This is an optimization exercise on Yosys and OpenROAD, whose aim is a short achievable clock period and few clock cycles, not a production implementation.
In this exercise RTL edits were held to simulation tests only and were not proved equivalent to the original.
Power figures rest on the tool's default switching activity, not on a simulated workload.

==> flow/config.mk <==
export PLATFORM = sky130hd
export DESIGN_NAME = Top
export DESIGN_NICKNAME = Top
export VERILOG_FILES = /design/flow/design.v
export SDC_FILE = /design/flow/constraint.sdc
export NUM_CORES = 4
export LEC_CHECK = 0
export CAP_MARGIN = 20
export CORE_MARGIN = 2
export CORE_UTILIZATION = 30
export SLEW_MARGIN = 20
==> flow/constraint.sdc <==
create_clock -name core_clock -period 13.0 [get_ports {clk}]
set_input_delay 2.6000 -clock core_clock [delete_from_list [all_inputs] [get_ports {clk}]]
set_output_delay 2.6000 -clock core_clock [all_outputs]
set_load 0.01 [all_outputs]
==> flow/design.v <==
module Adder #(
    parameter N = 32
)(
    input [N-1:0] a, b,
    output [N-1:0] out
);
    assign out = a + b;
endmodule
module MUX2to1 #(
    parameter N = 32
)(
    input [N-1:0] input1, input2,
    input sel,
    output [N-1:0] out
);
    assign out = sel ? input2 : input1;
endmodule
module MUX4to1 #(
    parameter N = 32
)(
    input [N-1:0] input00, input01, input10, input11,
    input [1:0] sel,
    output [N-1:0] out
);
    assign out = (sel == 2'b00) ? input00 :
                 (sel == 2'b01) ? input01 :
                 (sel == 2'b10) ? input10 : input11;
endmodule
module Register #(
    parameter N = 32
)(
    input clk, rst,
    input [N-1:0] in,
    input ld,clr,
    output reg [N-1:0] out
);
    always @(posedge clk or posedge rst) begin
        if (rst)
            out <= {N{1'b0}};
        else if(clr)
            out <= {N{1'b0}};
        else if (ld)
            out <= in;
    end
endmodule
module RegisterNegEdge #(
    parameter N = 32
)(
    input clk, rst,
    input [N-1:0] in,
    input ld, clr,
    output reg [N-1:0] out
);
    always @(negedge clk or posedge rst) begin
        if (rst)
            out <= {N{1'b0}};
        else if (clr)
            out <= {N{1'b0}};
        else if (ld)
            out <= in;
    end
endmodule
module ALU #(
    parameter N = 32
)(
    input [N-1:0] a, b,
    input carryIn,
    input [3:0] EXE_CMD,
    output reg [N-1:0] out,
    output [3:0] status
);
    reg c, v;
    wire z, n;
    assign status = {n, z, c, v};
    assign z = ~|out;
    assign n = out[N-1];
    wire [N-1:0] carryExt, nCarryExt;
    assign carryExt = {{(N-1){1'b0}}, carryIn};
    assign nCarryExt = {{(N-1){1'b0}}, ~carryIn};
    always @(EXE_CMD or a or b or carryExt or nCarryExt) begin
        out = {N{1'b0}};
        c = 1'b0;
        case (EXE_CMD)
            4'b0001: out = b;                       
            4'b1001: out = ~b;                      
            4'b0010: {c, out} = a + b;              
            4'b0011: {c, out} = a + b + carryExt;   
            4'b0100: {c, out} = a - b;              
            4'b0101: {c, out} = a - b - nCarryExt;  
            4'b0110: out = a & b;                   
            4'b0111: out = a | b;                   
            4'b1000: out = a ^ b;                   
            default: out = {N{1'b0}};
        endcase
        v = 1'b0;
        if (EXE_CMD[3:1] == 3'b001) begin       
            v = (a[N-1] == b[N-1]) && (a[N-1] != out[N-1]);
        end
        else if (EXE_CMD[3:1] == 3'b010) begin  
            v = (a[N-1] != b[N-1]) && (a[N-1] != out[N-1]);
        end
    end
endmodule
module Val2Generator(
    input memInst, imm,
    input [31:0] valRm,
    input [11:0] shifterOperand,
    output reg [31:0] val2
);
    wire [4:0] immRot = {shifterOperand[11:8], 1'b0};
    wire [4:0] shAmt = shifterOperand[11:7];
    wire [31:0] immVal = {24'd0, shifterOperand[7:0]};
    wire [63:0] immRotated = {immVal, immVal} >> immRot;
    wire [63:0] rmRotated = {valRm, valRm} >> shAmt;
    always @(*) begin
        val2 = 32'd0;
        if (memInst) begin  
            val2 = {{20{shifterOperand[11]}}, shifterOperand};
        end
        else begin
            if (imm) begin  
                val2 = immRotated[31:0];
            end
            else begin  
                case (shifterOperand[6:5])
                    2'b00: val2 = valRm << shAmt;   
                    2'b01: val2 = valRm >> shAmt;   
                    2'b10: val2 = $signed(valRm) >>> shAmt;  
                    2'b11: val2 = rmRotated[31:0];  
                    default: val2 = 32'd0;
                endcase
            end
        end
    end
endmodule
module ConditionCheck(
    input [3:0] cond,
    input [3:0] status,
    output reg result
);
    wire n, z, c, v;
    assign {n, z, c, v} = status;
    always @(cond, n, z, c, v) begin
        result = 1'b0;
        case (cond)
            4'b0000: result = z;              
            4'b0001: result = ~z;             
            4'b0010: result = c;              
            4'b0011: result = ~c;             
            4'b0100: result = n;              
            4'b0101: result = ~n;             
            4'b0110: result = v;              
            4'b0111: result = ~v;             
            4'b1000: result = c & ~z;         
            4'b1001: result = ~c | z;         
            4'b1010: result = (n == v);       
            4'b1011: result = (n != v);       
            4'b1100: result = ~z & (n == v);  
            4'b1101: result = z & (n != v);   
            4'b1110: result = 1'b1;           
            default: result = 1'b0;
        endcase
    end
endmodule
module ControlUnit(
    input [1:0] mode,
    input [3:0] opcode,
    input sIn, 
    output reg [3:0] aluCmd,
    output reg memRead, memWrite,
    output reg wbEn, branch, sOut
);
    always @(mode, opcode, sIn) begin
        aluCmd = 4'd0;
        {memRead, memWrite} = 2'd0;
        {wbEn, branch, sOut} = 3'd0;
        case (opcode)
            4'b1101: aluCmd = 4'b0001;  
            4'b1111: aluCmd = 4'b1001;  
            4'b0100: aluCmd = 4'b0010;  
            4'b0101: aluCmd = 4'b0011;  
            4'b0010: aluCmd = 4'b0100;  
            4'b0110: aluCmd = 4'b0101;  
            4'b0000: aluCmd = 4'b0110;  
            4'b1100: aluCmd = 4'b0111;  
            4'b0001: aluCmd = 4'b1000;  
            4'b1010: aluCmd = 4'b0100;  
            4'b1000: aluCmd = 4'b0110;  
            default: aluCmd = 4'b0001;
        endcase
        case (mode)
            2'b00: begin
                sOut = sIn;
                wbEn = (opcode == 4'b1010 || opcode == 4'b1000 || opcode == 4'b0011) ? 1'b0 : 1'b1;
            end
            2'b01: begin
                wbEn = sIn;
                memRead = sIn;
                memWrite = ~sIn;
            end
            2'b10: branch = 1'b1;
            default:;
        endcase
    end
endmodule
module RegisterFile #(
    parameter WordLen = 32
)(
    input clk, rst,
    input [3:0] readRegister1, readRegister2, writeRegister,
    input [WordLen-1:0] writeData,
    input writeEn,   
    output [WordLen-1:0] readData1, readData2
 );
    reg [WordLen-1:0] regFile [0:14];
    assign readData1 = regFile[readRegister1];
    assign readData2 = regFile[readRegister2];
    integer i;
    always @(negedge clk or posedge rst) begin
        if (rst)
            for (i = 0; i < 15; i = i + 1)
                regFile[i] <= i;
        else if (writeEn && writeRegister != 4'd15)
            regFile[writeRegister] <= writeData;
    end
endmodule
module HazardUnit(
    input [3:0] rn, rdm,
    input twoSrc,
    input [3:0] destEx, destMem,
    input wbEnEx, wbEnMem, memREn,
    input forwardEn,
    output reg hazard
);
    always @(rn, rdm, destEx, destMem, wbEnEx, memREn, wbEnMem, twoSrc, forwardEn) begin
        hazard = 1'b0;
        if (forwardEn) begin
            if (memREn) begin
                if (rn == destEx || (twoSrc && rdm == destEx)) begin
                    hazard = 1'b1;
                end
        end
        end
        else begin
            if(wbEnEx) begin
                if (rn == destEx || (twoSrc && rdm == destEx)) begin
                    hazard = 1'b1;
                end
            end
            if (wbEnMem) begin
                if (rn == destMem || (twoSrc && rdm == destMem)) begin
                    hazard = 1'b1;
                end
            end
        end
    end
endmodule
module ForwardingUnit(
    input forwardEn,
    input [3:0] src1, src2,
    input wbEnMem, wbEnWb,
    input [3:0] destMem, destWb,
    output reg [1:0] selSrc1, selSrc2
);
    always @(forwardEn, src1, wbEnMem, wbEnWb, destMem, destWb) begin
        selSrc1 = 2'b00;
        if (forwardEn) begin
            if (wbEnMem && (destMem == src1)) begin
                selSrc1 = 2'b01;
            end
            else if (wbEnWb && (destWb == src1)) begin
                selSrc1 = 2'b10;
            end
        end
    end
    always @(forwardEn, src2, wbEnMem, wbEnWb, destMem, destWb) begin
        selSrc2 = 2'b00;
        if (forwardEn) begin
            if (wbEnMem && (destMem == src2)) begin
                selSrc2 = 2'b01;
            end
            else if (wbEnWb && (destWb == src2)) begin
                selSrc2 = 2'b10;
            end
        end
    end
endmodule
module SramController(
    input clk, rst,
    input wrEn, rdEn,
    input [31:0] address,
    input [31:0] writeData,
    output [63:0] readData,
    output reg ready,             
    input  [15:0] SRAM_DQ_in,     
    output [15:0] SRAM_DQ_out,    
    output reg [17:0] SRAM_ADDR,  
    output SRAM_UB_N,             
    output SRAM_LB_N,             
    output reg SRAM_WE_N,         
    output SRAM_CE_N,             
    output SRAM_OE_N              
);
    assign {SRAM_UB_N, SRAM_LB_N, SRAM_CE_N, SRAM_OE_N} = 4'b0000;
    wire [31:0] memAddr;
    assign memAddr = address - 32'd1024;
    wire [17:0] sramLowAddr, sramHighAddr, sramUpLowAddess, sramUpHighAddess;
    assign sramLowAddr = {memAddr[18:3], 2'd0};
    assign sramHighAddr = sramLowAddr + 18'd1;
    assign sramUpLowAddess = sramLowAddr + 18'd2;
    assign sramUpHighAddess = sramLowAddr + 18'd3;
    wire [17:0] sramLowAddrWrite, sramHighAddrWrite;
    assign sramLowAddrWrite = {memAddr[18:2], 1'b0};
    assign sramHighAddrWrite = sramLowAddrWrite + 18'd1;
    localparam Idle = 3'd0, DataLow = 3'd1, DataHigh = 3'd2, DataUpLow = 3'd3, DataUpHigh = 3'd4, Done = 3'd5;
    reg [2:0] ps, ns;
    reg [47:0] readBuf;
    assign readData = {SRAM_DQ_in, readBuf};
    assign SRAM_DQ_out = (ps == DataHigh) ? writeData[31:16] : writeData[15:0];
    always @(*) begin
        case (ps)
            Idle: ns = (wrEn == 1'b1 || rdEn == 1'b1) ? DataLow : Idle;
            DataLow: ns = DataHigh;
            DataHigh: ns = DataUpLow;
            DataUpLow: ns = DataUpHigh;
            DataUpHigh: ns = Done;
            Done: ns = Idle;
            default: ns = Idle;
        endcase
    end
    always @(*) begin
        SRAM_ADDR = 18'b0;
        SRAM_WE_N = 1'b1;
        ready = 1'b0;
        case (ps)
            Idle: ready = ~(wrEn | rdEn);
            DataLow: begin
                SRAM_WE_N = ~wrEn;
                if (rdEn)
                    SRAM_ADDR = sramLowAddr;
                else if (wrEn)
                    SRAM_ADDR = sramLowAddrWrite;
            end
            DataHigh: begin
                SRAM_WE_N = ~wrEn;
                if (rdEn)
                    SRAM_ADDR = sramHighAddr;
                else if (wrEn)
                    SRAM_ADDR = sramHighAddrWrite;
            end
            DataUpLow: begin
                if (rdEn)
                    SRAM_ADDR = sramUpLowAddess;
            end
            DataUpHigh: begin
                if (rdEn)
                    SRAM_ADDR = sramUpHighAddess;
            end
            Done: ready = 1'b1;
            default: ;
        endcase
    end
    always @(posedge clk) begin
        case (ps)
            DataHigh:   readBuf[15:0]  <= SRAM_DQ_in;
            DataUpLow:  readBuf[31:16] <= SRAM_DQ_in;
            DataUpHigh: readBuf[47:32] <= SRAM_DQ_in;
            default: ;
        endcase
    end
    always @(posedge clk or posedge rst) begin
        if (rst) ps <= Idle;
        else ps <= ns;
    end
endmodule
module CacheController(
    input clk, rst,
    input rdEn, wrEn,
    input [31:0] address,
    input [31:0] writeData,
    output [31:0] readData,
    output ready,
    input sramReady,
    input [63:0] sramReadData,
    output sramWrEn, sramRdEn
);
    reg [31:0] way0First  [0:15];
    reg [31:0] way0Second [0:15];
    reg [31:0] way1First  [0:15];
    reg [31:0] way1Second [0:15];
    reg [11:0] way0Tag [0:15];
    reg [11:0] way1Tag [0:15];
    reg [15:0] way0Valid;
    reg [15:0] way1Valid;
    reg [15:0] indexLru;
    wire [2:0] offset;
    wire [3:0] index;
    wire [11:0] tag;
    assign offset = address[2:0];
    assign index = address[6:3];
    assign tag = address[18:7];
    wire [31:0] cacheHitDataWay0, cacheHitDataWay1;
    wire [11:0] tagWay0, tagWay1;
    wire validWay0, validWay1;
    assign cacheHitDataWay0 = (offset[2] == 1'b0) ? way0First[index] : way0Second[index];
    assign cacheHitDataWay1 = (offset[2] == 1'b0) ? way1First[index] : way1Second[index];
    assign tagWay0 = way0Tag[index];
    assign tagWay1 = way1Tag[index];
    assign validWay0 = way0Valid[index];
    assign validWay1 = way1Valid[index];
    wire hit;
    wire hitWay0, hitWay1;
    assign hitWay0 = (tagWay0 == tag && validWay0 == 1'b1);
    assign hitWay1 = (tagWay1 == tag && validWay1 == 1'b1);
    assign hit = hitWay0 | hitWay1;
    wire [31:0] cacheHitData;
    wire [31:0] hitData;
    assign cacheHitData = hitWay0 ? cacheHitDataWay0 : cacheHitDataWay1;
    assign hitData = hit ? cacheHitData :
                     (offset[2] == 1'b0 ? sramReadData[31:0] : sramReadData[63:32]);
    assign readData = hitData;
    assign ready = sramReady | (rdEn & hit);
    assign sramRdEn = ~hit & rdEn;
    assign sramWrEn = wrEn;
    wire fill = rdEn & ~hit & sramReady;
    always @(posedge clk) begin
        if (fill) begin
            if (indexLru[index] == 1'b1) begin
                way0First[index] <= sramReadData[31:0];
                way0Second[index] <= sramReadData[63:32];
                way0Tag[index] <= tag;
            end
            else begin
                way1First[index] <= sramReadData[31:0];
                way1Second[index] <= sramReadData[63:32];
                way1Tag[index] <= tag;
            end
        end
    end
    always @(posedge clk or posedge rst) begin
        if (rst) begin
            way0Valid <= 16'd0;
            way1Valid <= 16'd0;
            indexLru <= 16'd0;
        end
        else begin
            if (wrEn) begin
                if (hitWay0) begin
                    way0Valid[index] <= 1'b0;
                    indexLru[index] <= 1'b1;
                end
                else if (hitWay1) begin
                    way1Valid[index] <= 1'b0;
                    indexLru[index] <= 1'b0;
                end
            end
            else if (rdEn) begin
                if (hit) begin
                    indexLru[index] <= hitWay0 ? 1'b0 : 1'b1;
                end
                else if (sramReady) begin
                    if (indexLru[index] == 1'b1) begin
                        way0Valid[index] <= 1'b1;
                        indexLru[index] <= 1'b0;
                    end
                    else begin
                        way1Valid[index] <= 1'b1;
                        indexLru[index] <= 1'b1;
                    end
                end
            end
        end
    end
endmodule
module RegIFID (
    input clk,rst,
    input freeze, flush,
    input [31:0] pcIn, instructionIn,
    output [31:0] pcOut, instructionOut,
    output validOut
);
    Register #(32) pcReg(
        .clk(clk), .rst(rst),
        .in(pcIn), .ld(~freeze), .clr(flush),
        .out(pcOut)
    );
    Register #(32) instReg(
        .clk(clk), .rst(rst),
        .in(instructionIn), .ld(~freeze), .clr(flush),
        .out(instructionOut)
    );
    Register #(1) validReg(
        .clk(clk), .rst(rst),
        .in(1'b1), .ld(~freeze), .clr(flush),
        .out(validOut)
    );
endmodule
module RegIDEX(
    input clk, rst,
    input [31:0] pcIn,
    input [3:0] aluCmdIn,
    input memReadIn, memWriteIn, wbEnIn, branchIn, sIn,
    input [31:0] regRnIn, regRmIn,
    input immIn,
    input [11:0] shiftOperandIn,
    input signed [23:0] imm24In,
    input [3:0] destIn,
    input [3:0] src1In, src2In,
    input flush, freeze,
    output [31:0] pcOut,
    output [3:0] aluCmdOut,
    output memReadOut, memWriteOut, wbEnOut, branchOut, sOut,
    output [31:0] regRnOut, regRmOut,
    output immOut,
    output [11:0] shiftOperandOut,
    output signed [23:0] imm24Out,
    output [3:0] destOut,
    output [3:0] src1Out, src2Out
);
    Register #(32) pcReg(
        .clk(clk), .rst(rst),
        .in(pcIn), .ld(~freeze), .clr(flush),
        .out(pcOut)
    );
    Register #(4) aluCmdReg(
        .clk(clk), .rst(rst),
        .in(aluCmdIn), .ld(~freeze), .clr(flush),
        .out(aluCmdOut)
    );
    Register #(1) memReadReg(
        .clk(clk), .rst(rst),
        .in(memReadIn), .ld(~freeze), .clr(flush),
        .out(memReadOut)
    );
    Register #(1) memWriteReg(
        .clk(clk), .rst(rst),
        .in(memWriteIn), .ld(~freeze), .clr(flush),
        .out(memWriteOut)
    );
    Register #(1) wbEnReg(
        .clk(clk), .rst(rst),
        .in(wbEnIn), .ld(~freeze), .clr(flush),
        .out(wbEnOut)
    );
    Register #(1) branchReg(
        .clk(clk), .rst(rst),
        .in(branchIn), .ld(~freeze), .clr(flush),
        .out(branchOut)
    );
    Register #(1) sReg(
        .clk(clk), .rst(rst),
        .in(sIn), .ld(~freeze), .clr(flush),
        .out(sOut)
    );
    Register #(32) regRn(
        .clk(clk), .rst(rst),
        .in(regRnIn), .ld(~freeze), .clr(flush),
        .out(regRnOut)
    );
    Register #(32) regRm(
        .clk(clk), .rst(rst),
        .in(regRmIn), .ld(~freeze), .clr(flush),
        .out(regRmOut)
    );
    Register #(1) immReg(
        .clk(clk), .rst(rst),
        .in(immIn), .ld(~freeze), .clr(flush),
        .out(immOut)
    );
    Register #(12) shiftOperandReg(
        .clk(clk), .rst(rst),
        .in(shiftOperandIn), .ld(~freeze), .clr(flush),
        .out(shiftOperandOut)
    );
    Register #(24) imm24Reg(
        .clk(clk), .rst(rst),
        .in(imm24In), .ld(~freeze), .clr(flush),
        .out(imm24Out)
    );
    Register #(4) destReg(
        .clk(clk), .rst(rst),
        .in(destIn), .ld(~freeze), .clr(flush),
        .out(destOut)
    );
    Register #(4) src1Reg(
        .clk(clk), .rst(rst),
        .in(src1In), .ld(~freeze), .clr(flush),
        .out(src1Out)
    );
     Register #(4) src2Reg(
        .clk(clk), .rst(rst),
        .in(src2In), .ld(~freeze), .clr(flush),
        .out(src2Out)
    );
endmodule
module RegsExMem(
    input clk, rst,
    input wbEnIn, memREnIn, memWEnIn,
    input [31:0] aluResIn, valRmIn,
    input [3:0] destIn,
    input freeze,
    output wbEnOut, memREnOut, memWEnOut,
    output [31:0] aluResOut, valRmOut,
    output [3:0] destOut
);
    Register #(1) wbEn(
        .clk(clk), .rst(rst),
        .in(wbEnIn), .ld(~freeze), .clr(1'b0),
        .out(wbEnOut)
    );
    Register #(1) memREn(
        .clk(clk), .rst(rst),
        .in(memREnIn), .ld(~freeze), .clr(1'b0),
        .out(memREnOut)
    );
    Register #(1) memWEn(
        .clk(clk), .rst(rst),
        .in(memWEnIn), .ld(~freeze), .clr(1'b0),
        .out(memWEnOut)
    );
    Register #(32) aluRes(
        .clk(clk), .rst(rst),
        .in(aluResIn), .ld(~freeze), .clr(1'b0),
        .out(aluResOut)
    );
    Register #(32) valRm(
        .clk(clk), .rst(rst),
        .in(valRmIn), .ld(~freeze), .clr(1'b0),
        .out(valRmOut)
    );
    Register #(4) dest(
        .clk(clk), .rst(rst),
        .in(destIn), .ld(~freeze), .clr(1'b0),
        .out(destOut)
    );
endmodule
module RegsMemWb(
    input clk, rst,
    input wbEnIn, memREnIn,
    input [31:0] aluResIn, memDataIn,
    input [3:0] destIn,
    input freeze,
    output wbEnOut, memREnOut,
    output [31:0] aluResOut, memDataOut,
    output [3:0] destOut
);
    Register #(1) wbEnReg(
        .clk(clk), .rst(rst),
        .in(wbEnIn), .ld(~freeze), .clr(1'b0),
        .out(wbEnOut)
    );
    Register #(1) memREnReg(
        .clk(clk), .rst(rst),
        .in(memREnIn), .ld(~freeze), .clr(1'b0),
        .out(memREnOut)
    );
    Register #(32) aluResReg(
        .clk(clk), .rst(rst),
        .in(aluResIn), .ld(~freeze), .clr(1'b0),
        .out(aluResOut)
    );
    Register #(32) memDataReg(
        .clk(clk), .rst(rst),
        .in(memDataIn), .ld(~freeze), .clr(1'b0),
        .out(memDataOut)
    );
    Register #(4) destReg(
        .clk(clk), .rst(rst),
        .in(destIn), .ld(~freeze), .clr(1'b0),
        .out(destOut)
    );
endmodule
module StageIF (
    input clk,rst,
    input freeze, branchTaken,
    input[31:0] branchAddr,
    output [31:0] pc, instruction,
    output [31:0] instAddr,
    input [31:0] instData
);
    wire clr = 1'b0;
    wire [31:0] pcRegOut, lastPc, pcAdderOut, instructionOut;
    MUX2to1 #(32) PC_Mux(
        .input1(pcAdderOut),
        .input2(branchAddr),
        .sel(branchTaken),
        .out(lastPc)
    );
    Register #(32) PC_Reg(
        .clk(clk),
        .rst(rst),
        .in(lastPc),
        .ld(~freeze),
        .clr(clr),
        .out(pcRegOut)
    );
    assign instAddr = pcRegOut;
    assign instructionOut = instData;
    Adder #(32) PC_Adder(
        .a(pcRegOut),
        .b(32'd4),
        .out(pcAdderOut)
    );
    assign pc = pcAdderOut;
    assign instruction = instructionOut;
endmodule
module StageId(
    input clk, rst,
    input [31:0] pcIn, inst,
    input instValid,
    input [3:0] status,
    input wbWbEn,
    input [31:0] wbValue,
    input [3:0] wbDest,
    input hazard,
    output [31:0] pcOut,
    output [3:0] aluCmd,
    output memRead, memWriteEn, wbEn, branch, s,
    output [31:0] regRn, regRm,
    output imm,
    output [11:0] shiftOperand,
    output signed [23:0] imm24,
    output [3:0] dest,
    output [3:0] src1, src2,
    output hazardTwoSrc, 
    output [3:0] hazardRn, hazardRdm
);
    wire cond, condFinal;
    wire [3:0] aluCmdCU, rn;
    wire [3:0] regfile2Inp;
    wire memReadCU, memWriteCU, wbEnCU, branchCU, sCU;
    assign pcOut = pcIn;
    assign imm = inst[25];
    assign shiftOperand = inst[11:0];
    assign imm24 = inst[23:0];
    assign dest = inst[15:12];
    assign src1 = inst[19:16];
    assign rn = inst[19:16];
    assign hazardRn = rn;
    assign hazardRdm = regfile2Inp;
    assign src2 = regfile2Inp;
    assign hazardTwoSrc = ~imm | memWriteCU;
    assign condFinal = ~cond | hazard | ~instValid;
    ConditionCheck cc(
        .cond(inst[31:28]),
        .status(status),
        .result(cond)
    );
    ControlUnit cu(
        .mode(inst[27:26]),
        .opcode(inst[24:21]),
        .sIn(inst[20]),
        .aluCmd(aluCmdCU),
        .memRead(memReadCU),
        .memWrite(memWriteCU),
        .wbEn(wbEnCU),
        .branch(branchCU),
        .sOut(sCU)
    );
    RegisterFile rf(
        .clk(clk),
        .rst(rst),
        .readRegister1(rn),
        .readRegister2(regfile2Inp),
        .writeRegister(wbDest),
        .writeData(wbValue),
        .writeEn(wbWbEn),
        .readData1(regRn),
        .readData2(regRm)
    );
    MUX2to1 #(9) muxCtrlUnit(
        .input1({aluCmdCU, memReadCU, memWriteCU, wbEnCU, branchCU, sCU}),
        .input2(9'd0),
        .sel(condFinal),
        .out({aluCmd, memRead, memWriteEn, wbEn, branch, s})
    );
    MUX2to1 #(4) muxRegfile(
        .input1(inst[3:0]),
        .input2(inst[15:12]),
        .sel(memWriteCU),
        .out(regfile2Inp)
    );
endmodule
module StageEx(
    input clk, rst,
    input wbEnIn, memREnIn, memWEnIn, branchTakenIn, ldStatus, imm, carryIn,
    input [3:0] exeCmd,
    input [31:0] val1, valRm, pc,
    input [11:0] shifterOperand,
    input [23:0] signedImm24,
    input [3:0] dest,
    input [1:0] selSrc1, selSrc2,
    input [31:0] valMem, valWb,
    input freeze,
    output wbEnOutEX, memREnOut, memWEnOut, branchTakenOut,
    output [31:0] aluRes, exeValRm, branchAddr,
    output [3:0] exeDest,
    output [3:0] status,
    output [3:0] statusNext
);
    assign wbEnOutEX = wbEnIn;
    assign memREnOut = memREnIn;
    assign memWEnOut = memWEnIn;
    assign branchTakenOut = branchTakenIn;
    assign exeDest = dest;
    wire [31:0] aluSrc1, aluSrc2, val2;
    assign exeValRm = aluSrc2;
    Val2Generator val2Generator(
        .memInst(memREnIn | memWEnIn),
        .imm(imm),
        .valRm(aluSrc2),
        .shifterOperand(shifterOperand),
        .val2(val2)
    );
    wire [3:0] statusBits;
    assign statusNext = statusBits;
    Register #(4) statusRegister(
        .clk(clk),
        .rst(rst),
        .ld(ldStatus & ~freeze),
        .clr(1'b0),
        .in(statusBits),
        .out(status)
    );
    ALU #(32) alu(
        .a(aluSrc1),
        .b(val2),
        .carryIn(carryIn),
        .EXE_CMD(exeCmd),
        .out(aluRes),
        .status(statusBits)
    );
    wire [31:0] imm24SignExt;
    assign imm24SignExt = {{6{signedImm24[23]}}, signedImm24, 2'b00};
    Adder #(32) branchCalculator(
        .a(pc),
        .b(imm24SignExt),
        .out(branchAddr)
    );
    MUX4to1 #(32) muxSrc1(
        .input00(val1),
        .input01(valMem),
        .input10(valWb),
        .input11(32'd0),
        .sel(selSrc1),
        .out(aluSrc1)
    );
    MUX4to1 #(32) muxSrc2(
        .input00(valRm),
        .input01(valMem),
        .input10(valWb),
        .input11(32'd0),
        .sel(selSrc2),
        .out(aluSrc2)
    );
endmodule
module StageMem(
    input clk, rst,
    input wbEnIn, memREnIn, memWEnIn,
    input [31:0] aluResIn, valRm,
    input [3:0] destIn,
    output wbEnOut, memREnOut,
    output [31:0] aluResOut, memOut,
    output [3:0] destOut,
    output freeze,
    input [15:0] SRAM_DQ_in,
    output [15:0] SRAM_DQ_out,
    output [17:0] SRAM_ADDR,
    output SRAM_UB_N,
    output SRAM_LB_N,
    output SRAM_WE_N,
    output SRAM_CE_N,
    output SRAM_OE_N
);
    wire sramReady;
    wire [63:0] sramReadData;
    wire sramWrEn, sramRdEn;
    assign memREnOut = memREnIn;
    assign aluResOut = aluResIn;
    assign destOut = destIn;
    wire ready;
    assign freeze = ~ready;
    SramController sramcontroller(
        .clk(clk), 
        .rst(rst),
        .wrEn(sramWrEn),
        .rdEn(sramRdEn),
        .address(aluResIn),
        .writeData(valRm),
        .readData(sramReadData),
        .ready(sramReady),
        .SRAM_DQ_in(SRAM_DQ_in),
        .SRAM_DQ_out(SRAM_DQ_out),
        .SRAM_ADDR(SRAM_ADDR),
        .SRAM_UB_N(SRAM_UB_N),
        .SRAM_LB_N(SRAM_LB_N),
        .SRAM_WE_N(SRAM_WE_N),
        .SRAM_CE_N(SRAM_CE_N),
        .SRAM_OE_N(SRAM_OE_N)
    );
    CacheController cacheController(
        .clk(clk), 
        .rst(rst),
        .rdEn(memREnIn), 
        .wrEn(memWEnIn),
        .address(aluResIn),
        .writeData(valRm),
        .readData(memOut),
        .ready(ready),
        .sramReady(sramReady),
        .sramReadData(sramReadData),
        .sramWrEn(sramWrEn), 
        .sramRdEn(sramRdEn)
    );
    MUX2to1 #(1) ramWbEn(
        .input1(wbEnIn),
        .input2(1'b0),
        .sel(freeze),
        .out(wbEnOut)
    );
endmodule
module Top(
    input clk, rst,
    input forwardingEn,
    output [31:0] instAddr,
    input [31:0] instData,
    output wbValid,
    output [3:0] wbDest,
    output [31:0] wbData,
    input [15:0] SRAM_DQ_in,
    output [15:0] SRAM_DQ_out,
    output [17:0] SRAM_ADDR,
    output SRAM_UB_N,
    output SRAM_LB_N,
    output SRAM_WE_N,
    output SRAM_CE_N,
    output SRAM_OE_N
);
    wire [31:0] pcOutIf,instOutIF,pcOutIfPipe,instOutIfpipe;
    wire instValidIfId;
    wire [31:0] pcOut,regRn,regRm;
    wire [3:0] aluCmd, dest, hazardRn, hazardRdm;
    wire memRead, memWriteEn, wbEn, branch, s,imm,hazardTwoSrc;
    wire [11:0] shiftOperand;
    wire [23:0] imm24;
    wire [3:0] src1OutId, src2OutId;
    wire [31:0] pcOutIdEx;
    wire [3:0] aluCmdOutIdEx;
    wire memReadOutIdEx, memWriteOutIdEx, wbEnOutIdEx, branchOutIdEx, sOutIdEx;
    wire [31:0] regRnOutIdEx, regRmOutIdEx;
    wire immOutIdEx;
    wire [11:0] shiftOperandOutIdEx;
    wire [23:0] imm24OutIdEx;
    wire [3:0] destOutIdEx;
    wire [3:0] src1OutIdEx, src2OutIdEx;
    wire memReadOutEx, memWriteOutEx, wbEnOutEx;
    wire branchTakenEX;
    wire [31:0] branchAddrEX;
    wire [31:0] aluResOutEx, reg2OutEx;
    wire [3:0] destOutEx;
    wire [3:0] statusEX;  
    wire [3:0] statusNextEX, statusCond;
    wire carryIn;
    assign carryIn = statusEX[1];
    assign statusCond = sOutIdEx ? statusNextEX : statusEX;
    wire memReadOutExMem, memWriteOutExMem, wbEnOutExMem;
    wire [31:0] aluResOutExMem, reg2OutExMem;
    wire [3:0] destOutExMem;
    wire wbEnOutMem, memREnOutMem;
    wire ramFreeze;
    wire [31:0] aluResOutMem, memOutMem;
    wire [3:0] destOutMem;
    wire wbEnOutMemWb, memREnOutMemWb;
    wire [31:0] aluResOutMemWb, memDataOutMemWb;
    wire [3:0] destOutMemWb;
    wire[31:0] WbValue;
    wire hazard;
    wire [1:0] selSrc1, selSrc2;
    wire branchFlush = branchTakenEX & ~ramFreeze;
    StageIF IF(
        .clk(clk),
        .rst(rst),
        .freeze(ramFreeze | (hazard & ~branchTakenEX)),
        .branchTaken(branchTakenEX),
        .branchAddr(branchAddrEX),
        .pc(pcOutIf),
        .instruction(instOutIF),
        .instAddr(instAddr),
        .instData(instData)
    );
    RegIFID regIFID(
        .clk(clk),
        .rst(rst),
        .freeze(hazard  | ramFreeze),
        .flush(branchFlush),
        .pcIn(pcOutIf),
        .instructionIn(instOutIF),
        .pcOut(pcOutIfPipe),
        .instructionOut(instOutIfpipe),
        .validOut(instValidIfId)
    );
    StageId Stageid(
        .clk(clk),
        .rst(rst),
        .pcIn(pcOutIfPipe),
        .inst(instOutIfpipe),
        .instValid(instValidIfId),
        .status(statusCond),
        .wbWbEn(wbEnOutMemWb),
        .wbValue(WbValue),
        .wbDest(destOutMemWb),
        .hazard(hazard),
        .pcOut(pcOut),
        .aluCmd(aluCmd),
        .memRead(memRead),
        .memWriteEn(memWriteEn),
        .wbEn(wbEn),
        .branch(branch),
        .s(s),
        .regRn(regRn),
        .regRm(regRm),
        .imm(imm),
        .shiftOperand(shiftOperand),
        .imm24(imm24),
        .dest(dest),
        .hazardTwoSrc(hazardTwoSrc),
        .hazardRn(hazardRn),
        .hazardRdm(hazardRdm),
        .src1(src1OutId), 
        .src2(src2OutId)
    );
    RegIDEX regIDEX(
        .clk(clk),
        .rst(rst),
        .pcIn(pcOut),
        .aluCmdIn(aluCmd),
        .memReadIn(memRead),
        .memWriteIn(memWriteEn),
        .wbEnIn(wbEn), 
        .branchIn(branch), 
        .sIn(s),
        .regRnIn(regRn), 
        .regRmIn(regRm),
        .immIn(imm), 
        .shiftOperandIn(shiftOperand), 
        .imm24In(imm24), 
        .destIn(dest),
        .src1In(src1OutId), 
        .src2In(src2OutId),
        .flush(branchFlush), 
        .freeze(ramFreeze),
        .pcOut(pcOutIdEx),
        .aluCmdOut(aluCmdOutIdEx), 
        .memReadOut(memReadOutIdEx), 
        .memWriteOut(memWriteOutIdEx),
        .wbEnOut(wbEnOutIdEx), 
        .branchOut(branchOutIdEx), 
        .sOut(sOutIdEx),
        .regRnOut(regRnOutIdEx), 
        .regRmOut(regRmOutIdEx),
        .immOut(immOutIdEx), 
        .shiftOperandOut(shiftOperandOutIdEx), 
        .imm24Out(imm24OutIdEx), 
        .destOut(destOutIdEx),        
        .src1Out(src1OutIdEx), 
        .src2Out(src2OutIdEx)
    );
    StageEx stageEx(
        .clk(clk),
        .rst(rst),
        .wbEnIn(wbEnOutIdEx),
        .memREnIn(memReadOutIdEx),
        .memWEnIn(memWriteOutIdEx),
        .branchTakenIn(branchOutIdEx),
        .ldStatus(sOutIdEx),
        .imm(immOutIdEx),
        .carryIn(carryIn),
        .exeCmd(aluCmdOutIdEx),
        .val1(regRnOutIdEx),
        .valRm(regRmOutIdEx),
        .pc(pcOutIdEx),
        .shifterOperand(shiftOperandOutIdEx),
        .signedImm24(imm24OutIdEx),
        .dest(destOutIdEx),
        .wbEnOutEX(wbEnOutEx),
        .memREnOut(memReadOutEx),
        .memWEnOut(memWriteOutEx),
        .branchTakenOut(branchTakenEX),
        .aluRes(aluResOutEx),
        .exeValRm(reg2OutEx),
        .branchAddr(branchAddrEX),
        .exeDest(destOutEx),
        .status(statusEX),
        .selSrc1(selSrc1), 
        .selSrc2(selSrc2),
        .valMem(aluResOutExMem),
        .valWb(WbValue),
        .freeze(ramFreeze),
        .statusNext(statusNextEX)
    );
    RegsExMem regsExMem(
        .clk(clk),
        .rst(rst),
        .wbEnIn(wbEnOutEx),
        .memREnIn(memReadOutEx),
        .memWEnIn(memWriteOutEx),
        .aluResIn(aluResOutEx),
        .valRmIn(reg2OutEx),
        .destIn(destOutEx),
        .freeze(ramFreeze),
        .wbEnOut(wbEnOutExMem),
        .memREnOut(memReadOutExMem),
        .memWEnOut(memWriteOutExMem),
        .aluResOut(aluResOutExMem),
        .valRmOut(reg2OutExMem),
        .destOut(destOutExMem)
    );
    StageMem stageMem(
        .clk(clk),
        .rst(rst),
        .wbEnIn(wbEnOutExMem),
        .memREnIn(memReadOutExMem),
        .memWEnIn(memWriteOutExMem),
        .aluResIn(aluResOutExMem),
        .valRm(reg2OutExMem),
        .destIn(destOutExMem),
        .wbEnOut(wbEnOutMem),
        .memREnOut(memREnOutMem),
        .aluResOut(aluResOutMem),
        .memOut(memOutMem),
        .destOut(destOutMem),
        .freeze(ramFreeze),
        .SRAM_ADDR(SRAM_ADDR),
        .SRAM_DQ_in(SRAM_DQ_in),
        .SRAM_DQ_out(SRAM_DQ_out),
        .SRAM_UB_N(SRAM_UB_N),
        .SRAM_LB_N(SRAM_LB_N),
        .SRAM_WE_N(SRAM_WE_N),
        .SRAM_CE_N(SRAM_CE_N),
        .SRAM_OE_N(SRAM_OE_N)
    );
    RegsMemWb regsMemWb(
        .clk(clk),
        .rst(rst),
        .wbEnIn(wbEnOutMem),
        .memREnIn(memREnOutMem),
        .aluResIn(aluResOutMem),
        .memDataIn(memOutMem),
        .destIn(destOutMem),
        .freeze(ramFreeze),
        .wbEnOut(wbEnOutMemWb),
        .memREnOut(memREnOutMemWb),
        .aluResOut(aluResOutMemWb),
        .memDataOut(memDataOutMemWb),
        .destOut(destOutMemWb)
    );
    MUX2to1 #(32) writeBackStage(
        .input1(aluResOutMemWb),
        .input2(memDataOutMemWb),
        .sel(memREnOutMemWb),
        .out(WbValue)
    );
    assign wbValid = wbEnOutMemWb & ~ramFreeze;
    assign wbDest = destOutMemWb;
    assign wbData = WbValue;
    HazardUnit hzrd(
        .rn(src1OutId), 
        .rdm(src2OutId),
        .twoSrc(hazardTwoSrc),
        .destEx(destOutEx), 
        .destMem(destOutMem),
        .wbEnEx(wbEnOutEx), 
        .wbEnMem(wbEnOutMem),
        .memREn(memReadOutEx),
        .forwardEn(forwardingEn),
        .hazard(hazard)
    );
    ForwardingUnit forwardUnit(
        .forwardEn(forwardingEn),
        .src1(src1OutIdEx),
        .src2(src2OutIdEx),
        .wbEnMem(wbEnOutExMem),
        .wbEnWb(wbEnOutMemWb),
        .destMem(destOutExMem),
        .destWb(destOutMemWb),
        .selSrc1(selSrc1),
        .selSrc2(selSrc2)
    );
endmodule
==> flow/run.sh <==
#!/bin/bash
# synth_recipe.tcl (not shown) runs the flow's synth.tcl, then flattens the netlist and writes it again
# the make line also repeats each setting of config.mk as NAME=value (left out here)
make -C /OpenROAD-flow-scripts/flow DESIGN_CONFIG=/design/flow/config.mk WORK_HOME=/design/flow/orfs CLKGATE_MAP_FILE= SYNTH_SCRIPT=/design/flow/synth_recipe.tcl finish
==> results.json <==
{
  "ys.flop_type": "edfxtp_1",
  "intPower_mw": 28.0,
  "p_leak_nw": 61.9,
  "synth_fa_ha_area_frac": 0.0116,
  "max_cap_viol_count": 0,
  "ys_warn_count": 15,
  "p_seq_frac": 0.309,
  "dp_hpwl_microns": 342000,
  "async_flop_share": 0.268,
  "synth_cell_types": 121,
  "grt_first_pass_wirelength_microns": 784000,
  "row_count": 262,
  "final_area_sq_um": 179000,
  "place_area_sq_um": 167000,
  "die_y_microns": 719,
  "post_cts_buffers": 0,
  "max_freq_ghz": 0.0809,
  "dr.pass1.iters": 10,
  "met1_length_microns": 231000,
  "fin_util": 0.351,
  "crit_path_frequent_cell": "buf_4",
  "synth_compound_gate_area_share": 0.109,
  "hold_path_class": "reg -> reg",
  "stdcell_count": 18352,
  "ant_nets": 0,
  "cts_htree_levels": 5,
  "final_common_cell": "edfxtp_1",
  "power.total_mw": 48.4,
  "ios": 159,
  "insertion_delay_ps": 1000,
  "crit_required_ps": 13770,
  "fin_worst_skew_ps": 158,
  "hold_ws_ps": 456,
  "wl_per_cell_microns": 30.5,
  "register_area_sq_um": 97200,
  "finalSetupTns_ps": 0,
  "syn_area_sq_um": 153000,
  "synth_edf_count": 2480,
  "status": "timing/DRC/antenna clean",
  "path_clk_slew_ps": 60,
  "syn_avg_cell_area_sq_um": 14.2,
  "cts-root-buf": "clkbuf_16",
  "crit_fanout": 9,
  "clock_power_share": 0.205,
  "rsz0062_at_grt": "no",
  "cts-buffers-inserted": 345,
  "max_stage_delay_ps": 1110,
  "hold_viol": 0,
  "routabilityCongestion": 1.02,
  "drive_above_1_share": 0.208,
  "track_usage": 0.209,
  "setup.worst_path.class": "in -> reg",
  "grt_antenna_before_repair": 36,
  "multi_input_area_sq_um": 53300,
  "max-slew-margin-rel": 0.184,
  "wl_met3_microns": 52700,
  "die_area_sq_um": 517000,
  "synthSimpleGateAreaFrac": 0.0771,
  "drv_slew": 0,
  "ir_worst_vdd_v": 0.000196,
  "finalWorstPathRequiredPeriod_ps": 12360,
  "synth_seq_cells": 3387,
  "cts_tree": "done",
  "critPathArrivalTime_ps": 13140,
  "fp.coreArea_sq_um": 509000,
  "cts_resized": 0,
  "synth_top_family_by_area": "multiplexers",
  "n_fill_cell": 48579,
  "cts_hold_buf": 0,
  "power-per-cell-area_nw_per_um2": 271,
  "die_w_microns": 719,
  "tightest_slew_ps": 1210,
  "synth_seq_area_share": 0.634,
  "synthCells": 10825,
  "setup_violations": 0,
  "startpoint_type": "input port",
  "grt_pass1_vias": 100555,
  "cp_slowest_cell": "o41ai_2",
  "drtIter0Drc": 14594,
  "switching_share": 0.421,
  "period_share": 0.951,
  "dp_cells": 17690,
  "nNetsFinal": 11524,
  "place_ws_ps": -0.684,
  "port_buffers": 154,
  "vias": 104275,
  "clockBufferDepth": 4,
  "via_per_inst": 5.68,
  "synth-xor-area-share": 0.0135,
  "netSwitchingPower_mw": 20.4,
  "gr-total-overflow": 0,
  "setup_ws_ps": 637,
  "met2WireLength_microns": 249000,
  "power_frac_comb": 0.487,
  "area_delta_synth_final_pct": 16.5,
  "grt_max_degree": 180,
  "highest_layer": "met5",
  "clkSinkCount": 3387,
  "route.detailed.drc": 0,
  "cp-end-kind": "flip-flop",
  "final_cell_mix": "2480 x edfxtp_1, 915 x nand2_1, 850 x nor2_1, 813 x mux4_2, 742 x buf_4",
  "wirelength_microns": 560000,
  "post_synth_mux_area_share": 0.130,
  "start_util": 0.301
}
-- Yosys cell counts (28+ instances only) --
cell type  instances  area share
o22ai_1           58      0.0024
inv_1            174      0.0043
dfstp_2           28      0.0048
a222oi_1          64      0.0042
dfrtn_1          452       0.074
nor4_1            38      0.0016
mux2i_1          109      0.0071
o221a_2           33      0.0024
a211oi_1          59      0.0029
or3_1             46      0.0019
xnor2_1          186       0.011
edfxtp_1        2480        0.49
a22oi_1          312       0.015
nand2b_1          40      0.0016
mux4_2           813        0.12
o41ai_1           74      0.0042
o31ai_1           43      0.0021
o21ai_0          492       0.016
ha_1             137       0.011
a21o_1            33      0.0016
nand3_1          170      0.0055
a21oi_1          664       0.022
nand4_1          109      0.0044
mux2_2            41      0.0030
a221oi_1          76      0.0043
nand3b_1          61      0.0030
buf_1             92      0.0023
clkbuf_1         656       0.016
buf_2             35      0.0011
nor2_1           916       0.022
dfrtp_1          427       0.070
nor3_1           128      0.0042
and3_1            33      0.0013
xor2_1            51      0.0029
o211ai_1          60      0.0029
a22o_1            89      0.0051
a31oi_1           51      0.0021
nand2_1          920       0.023
and2_1            43      0.0018
-- final cells by class --
| class | instances | share of cell area |
|---|---|---|
| timing repair buffer | 932 | 0.0438 |
| inverter | 183 | 0.00387 |
| clock buffer | 457 | 0.0529 |
| multi-input combinational | 6456 | 0.298 |
| clock inverter | 198 | 0.00981 |
| tap | 6732 | 0.0472 |
| antenna | 7 | 0.0000981 |
| sequential | 3387 | 0.544 |
-- logic make-up after synthesis --
family	count (synthesis)
other cells	1
simple gates	2635
compound gates	2476
flops	3387
fa+ha+maj	140
xor+xnor	237
mux	964
buf+inv	985
-- sequential cells by signal, indices dropped and copies added (netlist names), 48 cells and up, named ones only --
register,flops
stageMem.cacheController.way0First,512
stageMem.cacheController.way0Second,512
stageMem.cacheController.way1First,512
stageMem.cacheController.way1Second,512
Stageid.rf.regFile,480
stageMem.cacheController.way0Tag,192
stageMem.cacheController.way1Tag,192
stageMem.sramcontroller.readBuf,48
-- metal layers --
| layer | track usage | up-vias |
|---|---|---|
| li1 | - | 43414 |
| met1 | 0.290 | 54118 |
| met2 | 0.319 | 5590 |
| met3 | 0.0434 | 1141 |
| met4 | 0.0857 | 12 |
| met5 | 0 | - |
-- power by group through the flow --
stage	Clock, mW	Sequential (mW)	Combinational, mW
after floorplan	0.0136	14.4	13.3
final	9.90	14.9	23.6
after detailed placement	0.0136	15.1	23.0
after global placement	0.0136	15.1	23.1
after CTS	10.1	14.9	23.1
after global routing	10.5	15.1	24.7
-- worst max-delay path: cells and delay by family --
family,cells,cell delay [ps]
buf+inv,7,1890
xor+xnor,1,110
fa+ha+maj,1,250
mux,1,240
compound gates,16,5810
simple gates,9,2210
-- final timing paths --
path                                     startpoint                         end  slack (ps)  cells past startpoint
setup reg to reg            regsMemWb.memREnReg.out    regIDEX.aluCmdReg.out[3]        1350                     37
max in group asynchronous                       rst  Stageid.rf.regFile[13][18]        3050                      4
setup / recovery                       forwardingEn    regIDEX.aluCmdReg.out[3]         640                     35
hold reg to reg            Stageid.rf.regFile[0][6]    Stageid.rf.regFile[0][6]         460                      2
min in group asynchronous                       rst        regIDEX.regRn.out[6]        2820                      3
hold / removal             Stageid.rf.regFile[0][6]    Stageid.rf.regFile[0][6]         460                      2
Testbench counts, summed over its fixed seeds: cycles 31,201.
